What follows belongs to an exercise in optimizing a design on an open flow for small area, a short achievable clock period and few clock cycles; a production flow would make more cautious choices. In this exercise RTL edits were held to simulation tests only and were not proved equivalent to the original. Power and IR drop assume default switching activity.

==> flow/design.v <==
`timescale 1ns/10ps
module JAM (
    input CLK,
    input RST,
    output reg [2:0] W,
    output reg [2:0] J,
    input [6:0] Cost,
    output reg [3:0] MatchCount,
    output reg [9:0] MinCost,
    output reg Valid );
localparam S_SCAN = 2'd0;
localparam S_WAIT = 2'd1;
localparam S_SRCH = 2'd2;
localparam S_DONE = 2'd3;
reg [1:0] state;
reg [6:0] u  [0:7];
reg [6:0] v  [0:7];
reg [2:0] ra [0:7];          
reg       c8;                
reg       p1v;
reg [2:0] p1w;
reg [3:0] p1j;
reg [6:0] cm;                
reg [6:0] vlast;             
reg       r2v;
reg [2:0] r2w, r2j;
reg [6:0] rx;                
reg       bv;
reg [2:0] bw;
reg       vav;               
reg [6:0] vadd;
reg [6:0] badd;
reg [9:0] base;
reg       donescan;
reg       x0go;
reg [9:0] P  [0:7];          
reg [2:0] js [0:6];          
reg [7:0] used;              
reg       cvld;              
reg       cdone;             
reg [2:0] rW, rWm;           
reg [2:0] jWm;               
reg       fv;
reg [2:0] fd, fj;
reg [7:0] fu;
reg [9:0] fPU;               
reg [6:0] fvj;               
reg [2:0] ffc;               
reg [6:0] creg;
reg       ev;
reg [2:0] ed, ec;
reg [7:0] eu;
reg [9:0] eK;                
reg [7:0] eT;                
reg       eneg;              
reg [2:0] efc;
function [7:0] gtm;          
    input [2:0] a;
    gtm = 8'hfe << a;
endfunction
function [7:0] ltm;          
    input [2:0] a;
    ltm = ~(8'hff << a);
endfunction
function [2:0] pe;           
    input [7:0] x;
    integer k;
    begin
        pe = 3'd0;
        for (k = 7; k >= 0; k = k - 1)
            if (x[k]) pe = k[2:0];
    end
endfunction
function [3:0] cnext;        
    input [7:0] mk;
    input [2:0] a;
    reg   [7:0] hi;
    begin
        hi = mk & gtm(a);
        cnext = {|mk, pe((|hi) ? hi : mk)};
    end
endfunction
function [7:0] between;
    input [2:0] a;
    input [2:0] s;
    between = (a < s) ? (gtm(a) & ltm(s)) : (gtm(a) | ltm(s));
endfunction
function [12:0] add12;
    input [11:0] a;
    input [11:0] b;
    input        cin;
    add12 = {1'b0, a} + {1'b0, b} + {12'd0, cin};
endfunction
function [23:0] csa;
    input [11:0] a;
    input [11:0] b;
    input [11:0] c;
    reg   [11:0] cy;
    begin
        cy = (a & b) | (a & c) | (b & c);
        csa = {a ^ b ^ c, cy[10:0], 1'b0};
    end
endfunction
function [9:0] sel10;
    input [79:0] x;
    input [2:0]  k;
    input [2:0]  o;
    integer n;
    begin
        sel10 = 10'd0;
        for (n = 0; n < 8; n = n + 1)
            sel10 = sel10 | ({10{k == n}} & x[((n + o) & 7) * 10 +: 10]);
    end
endfunction
wire [79:0] raf, uf, vf, Pf, jsf;
genvar gi;
generate
    for (gi = 0; gi < 8; gi = gi + 1) begin : g_flat
        assign raf[gi*10 +: 10] = {7'd0, ra[gi]};
        assign uf[gi*10 +: 10]  = {3'd0, u[gi]};
        assign vf[gi*10 +: 10]  = {3'd0, v[gi]};
        assign Pf[gi*10 +: 10]  = P[gi];
        assign jsf[gi*10 +: 10] = (gi == 7) ? 10'd0 : {7'd0, js[gi]};
    end
endgenerate
wire [2:0]  W1  = W + 3'd1;
wire [9:0]  pw  = sel10(Pf, W, 3'd0);
wire [6:0]  vj  = sel10(vf, J, 3'd0);
wire [6:0]  uw  = sel10(uf, W, 3'd0);
wire [2:0]  ra1 = sel10(raf, W, 3'd1);
wire [12:0] PUs = add12({2'b00, pw}, {5'h1f, ~uw}, 1'b1);
wire [9:0]  PU  = PUs[9:0];              
wire [7:0]  uc  = used | (8'd1 << J);
wire [7:0]  fhi = ~uc & ~ltm(ra1);
wire [2:0]  fc  = pe((|fhi) ? fhi : ~uc);
wire [23:0] tq  = csa({2'b00, MinCost}, {2'b11, ~fPU}, {5'd0, fvj});
wire [12:0] Ts  = add12(tq[23:12], {tq[11:1], 1'b1}, 1'b0);
wire [11:0] T   = Ts[11:0];
wire [12:0] Ks  = add12({2'b00, fPU}, {5'h1f, ~fvj}, 1'b1);
wire [9:0]  K   = Ks[9:0];
wire       cfree = cvld && J == rW && W != 3'd7;
wire [3:0] nA  = cnext(~used & between(J, rW), J);
wire       okA = nA[3];
wire [2:0] Wm  = W - 3'd1;
wire [2:0] ra2 = sel10(raf, W, 3'd6);   
wire [2:0] jp2 = sel10(jsf, W, 3'd6);   
wire [7:0] uB  = used & ~(8'd1 << jWm);
wire [3:0] nB  = cnext(~uB & between(jWm, rWm), jWm);
wire       okB = nB[3];
wire       le    = {1'b0, creg} <= eT;
wire       lt    = {1'b0, creg} <  eT;
wire       acc   = ev && !eneg && le;
wire       leaf  = (ed == 3'd7);
wire       redir = acc && !leaf;
wire [9:0] sum   = eK + creg;                  
wire [6:0] cmin  = (p1w == 3'd0 || Cost < cm) ? Cost : cm;
wire [6:0] ru    = u[r2w];
wire [7:0] rd    = {1'b0, rx} - {1'b0, ru};      
wire       rlt   = rd[7];
wire       rfirst = (r2j == 3'd0);
wire [6:0] nu    = (rfirst || rlt) ? rx : ru;
always @(posedge CLK or posedge RST) begin
    if (RST) begin
        state <= S_SCAN;
        c8 <= 1'b0;
        W <= 3'd0;
        J <= 3'd0;
        Valid <= 1'b0;
        p1v <= 1'b0;
        r2v <= 1'b0;
        bv <= 1'b0;
        vav <= 1'b0;
        donescan <= 1'b0;
        x0go <= 1'b0;
        cvld <= 1'b0;
        cdone <= 1'b0;
        fv <= 1'b0;
        ev <= 1'b0;
    end else begin
        p1v <= (state == S_SCAN);
        r2v <= p1v && p1j != 4'd0;
        bv <= r2v && r2j == 3'd7;
        vav <= p1v && p1j != 4'd8 && p1w == 3'd7;
        donescan <= bv && bw == 3'd7;        
        x0go <= donescan;
        fv <= cvld && !cfree && state == S_SRCH && !redir;
        ev <= fv && !redir;
        case (state)
        S_SCAN: begin
            {c8, J, W} <= {c8, J, W} + 7'd1;
            if (c8 && W == 3'd7) state <= S_WAIT;
        end
        S_WAIT: begin
            if (x0go) begin
                state <= S_SRCH;
                W <= 3'd0;
                J <= ra[0];
                cvld <= 1'b1;
                cdone <= 1'b0;
            end
        end
        S_SRCH: begin
            if (redir) begin
                W <= ed + 3'd1;
                J <= efc;
                cvld <= 1'b1;
                cdone <= 1'b0;
            end else if (cfree) begin
                W <= W1;
                J <= fc;
                cvld <= 1'b1;
            end else if (cdone) begin
                if (!fv && !ev) begin
                    state <= S_DONE;
                    Valid <= 1'b1;
                end
            end else if (okA) begin
                J <= nA[2:0];
                cvld <= 1'b1;
            end else if (W == 3'd0) begin
                cdone <= 1'b1;
                cvld <= 1'b0;
            end else if (okB) begin
                W <= Wm;
                J <= nB[2:0];
                cvld <= 1'b1;
            end else begin
                W <= Wm;
                J <= jWm;
                cvld <= 1'b0;
            end
        end
        default: ;
        endcase
    end
end
integer i;
always @(posedge CLK) begin
    p1w <= W;
    p1j <= {c8, J};
    if (state == S_SCAN || state == S_WAIT) begin
        P[0] <= {3'd0, Cost};
        for (i = 1; i < 8; i = i + 1) P[i] <= P[i - 1];
    end
    if (p1v && p1j != 4'd8) begin
        cm <= cmin;
        if (p1w == 3'd7) begin
            v[p1j[2:0]] <= cmin;
            vlast <= cmin;
        end
    end
    rx <= P[7][6:0] - vlast;
    r2w <= p1w;
    r2j <= p1j[2:0] - 3'd1;
    if (r2v) begin
        u[r2w] <= nu;
        if (rfirst || rlt) ra[r2w] <= r2j;
    end
    badd <= nu;
    bw <= r2w;
    vadd <= cmin;
    if (state == S_SCAN && p1v && p1w == 3'd0 && p1j == 4'd0)
        base <= 10'd0;
    else if (vav || bv)
        base <= base + (vav ? vadd : 7'd0) + (bv ? badd : 7'd0);
    if (x0go)
        P[0] <= base;
    creg <= Cost;
    fd <= W;
    fj <= J;
    fu <= used;
    fPU <= PU;
    fvj <= vj;
    ffc <= fc;
    ed <= fd;
    ec <= fj;
    eu <= fu;
    eK <= K;
    eneg <= T[11];
    eT <= (T[10:8] != 3'd0) ? 8'hff : T[7:0];
    efc <= ffc;
    if (state != S_SRCH) begin
        rW <= ra[0];
    end else if (redir) begin
        rW <= sel10(raf, ed, 3'd1);
        rWm <= sel10(raf, ed, 3'd0);
        jWm <= ec;
    end else if (cfree) begin
        rW <= ra1;
        rWm <= rW;
        jWm <= J;
    end else if (!cdone && !okA && W != 3'd0) begin
        rW <= rWm;
        rWm <= ra2;
        jWm <= jp2;
    end
    if (state == S_SCAN || state == S_WAIT) begin
        MinCost <= 10'h3ff;
        used <= 8'd0;
    end else if (state == S_SRCH) begin
        if (acc && leaf) begin
            if (lt) begin
                MinCost <= sum;
                MatchCount <= 4'd1;
            end else begin
                MatchCount <= MatchCount + 4'd1;
            end
        end
        if (ev && !leaf) begin
            js[ed] <= ec;
            P[ed + 3'd1] <= sum;
        end
        if (cfree) begin
            js[W] <= J;
            P[W1] <= pw;
        end
        if (redir) begin
            used <= eu | (8'd1 << ec);
        end else if (cfree) begin
            used <= uc;
        end else if (!cdone && !okA && W != 3'd0) begin
            used <= uB;
        end
    end
end
endmodule
Settings: LEC_CHECK=0, CAP_MARGIN=20, CORE_MARGIN=2, CORE_UTILIZATION=65, SETUP_SLACK_MARGIN=2.5, SLEW_MARGIN=20; clock period 6.0 ns.
run.sh (not shown) runs the stock make flow with config.mk's settings and CLKGATE_MAP_FILE= SYNTH_SCRIPT=/design/flow/synth_recipe.tcl, a recipe that flattens the netlist after the stock synthesis.
Testbench counts at the start, summed over its fixed seeds: cycles 7,032.
Rerun with:
--- a/flow/design.v
+++ b/flow/design.v
@@ -44,5 +44,6 @@
 reg [2:0] fd, fj;
 reg [7:0] fu;
-reg [9:0] fPU;               
+reg [9:0] fpw;               
+reg [6:0] fuw;               
 reg [6:0] fvj;               
 reg [2:0] ffc;               
@@ -129,16 +130,22 @@
 wire [6:0]  uw  = sel10(uf, W, 3'd0);
 wire [2:0]  ra1 = sel10(raf, W, 3'd1);
-wire [12:0] PUs = add12({2'b00, pw}, {5'h1f, ~uw}, 1'b1);
-wire [9:0]  PU  = PUs[9:0];              
 wire [7:0]  uc  = used | (8'd1 << J);
 wire [7:0]  fhi = ~uc & ~ltm(ra1);
 wire [2:0]  fc  = pe((|fhi) ? fhi : ~uc);
-wire [23:0] tq  = csa({2'b00, MinCost}, {2'b11, ~fPU}, {5'd0, fvj});
+wire [23:0] tq0 = csa({2'b00, MinCost}, {2'b11, ~fpw}, {5'd0, fvj});
+wire [23:0] tq  = csa(tq0[23:12], tq0[11:0], {5'd0, fuw});
 wire [12:0] Ts  = add12(tq[23:12], {tq[11:1], 1'b1}, 1'b0);
 wire [11:0] T   = Ts[11:0];
-wire [12:0] Ks  = add12({2'b00, fPU}, {5'h1f, ~fvj}, 1'b1);
+wire [23:0] kq  = csa({2'b00, fpw}, {5'h1f, ~fvj}, {5'h1f, ~fuw});
+wire [12:0] Ks  = add12(kq[23:12], {kq[11:1], 1'b1}, 1'b1);
 wire [9:0]  K   = Ks[9:0];
 wire       cfree = cvld && J == rW && W != 3'd7;
-wire [3:0] nA  = cnext(~used & between(J, rW), J);
+wire [7:0] fA  = ~used;
+wire [7:0] gJ  = gtm(J);
+wire [7:0] lS  = ltm(rW);
+wire [7:0] a1  = fA & gJ & lS;           
+wire [7:0] a2  = fA & gJ;                
+wire [7:0] a3  = fA & lS;                
+wire [3:0] nA  = (J < rW) ? {|a1, pe(a1)} : (|a2) ? {1'b1, pe(a2)} : {|a3, pe(a3)};
 wire       okA = nA[3];
 wire [2:0] Wm  = W - 3'd1;
@@ -146,5 +153,11 @@
 wire [2:0] jp2 = sel10(jsf, W, 3'd6);   
 wire [7:0] uB  = used & ~(8'd1 << jWm);
-wire [3:0] nB  = cnext(~uB & between(jWm, rWm), jWm);
+wire [7:0] fB  = ~uB;
+wire [7:0] gB  = gtm(jWm);
+wire [7:0] lB  = ltm(rWm);
+wire [7:0] b1  = fB & gB & lB;
+wire [7:0] b2  = fB & gB;
+wire [7:0] b3  = fB & lB;
+wire [3:0] nB  = (jWm < rWm) ? {|b1, pe(b1)} : (|b2) ? {1'b1, pe(b2)} : {|b3, pe(b3)};
 wire       okB = nB[3];
 wire       le    = {1'b0, creg} <= eT;
@@ -270,5 +283,6 @@
     fj <= J;
     fu <= used;
-    fPU <= PU;
+    fpw <= pw;
+    fuw <= uw;
     fvj <= vj;
     ffc <= fc;
After rerunning: Synthesized area fell slightly; die area falls slightly; sequential share of layout area came out higher by 1.3 points; total power drops slightly; via count shrinks by a few percent; setup slack improved by 0.23 ns; sequential power stays flat; clock power barely changes; routed wire length came out lower by roughly a tenth; critical path depth came out higher by 2.
Testbench counts after the change, summed over its fixed seeds: cycles 7,032.

-- re-timing with driven ports --
No port has a modelled driver above. Below, the same layouts with a new extraction and two added sets of constraints.
Step 1 (the two cells are an assumption about what drives the block):
set clk [get_ports {CLK}]
set_driving_cell -lib_cell sky130_fd_sc_hd__clkbuf_16 $clk
set_driving_cell -lib_cell sky130_fd_sc_hd__buf_2 [delete_from_list [all_inputs] $clk]
Step 2 adds t to the input delays and takes it off the output delays; t is the mean of the earliest and latest rising clock arrival at the registers after step 1. Input paths then give back, and output paths get back, about the clock's delay inside the block.
a / b / c = no drivers / after step 1 / after step 2; a / b = the first two.
run | t (ns) | setup WS [ns] | hold WS [ns]
the first run | 0.615 | 2.354 / 2.354 / 1.991 | 0.320 / 0.320 / 0.320
the second run | 0.635 | 2.582 / 2.582 / 2.085 | 0.325 / 0.325 / 0.325
After both steps every run listed still meets setup and hold. For the second run, which loses most, drivers alone change the setup slack by 0.000 ns; drivers and shift together by -0.497 ns.
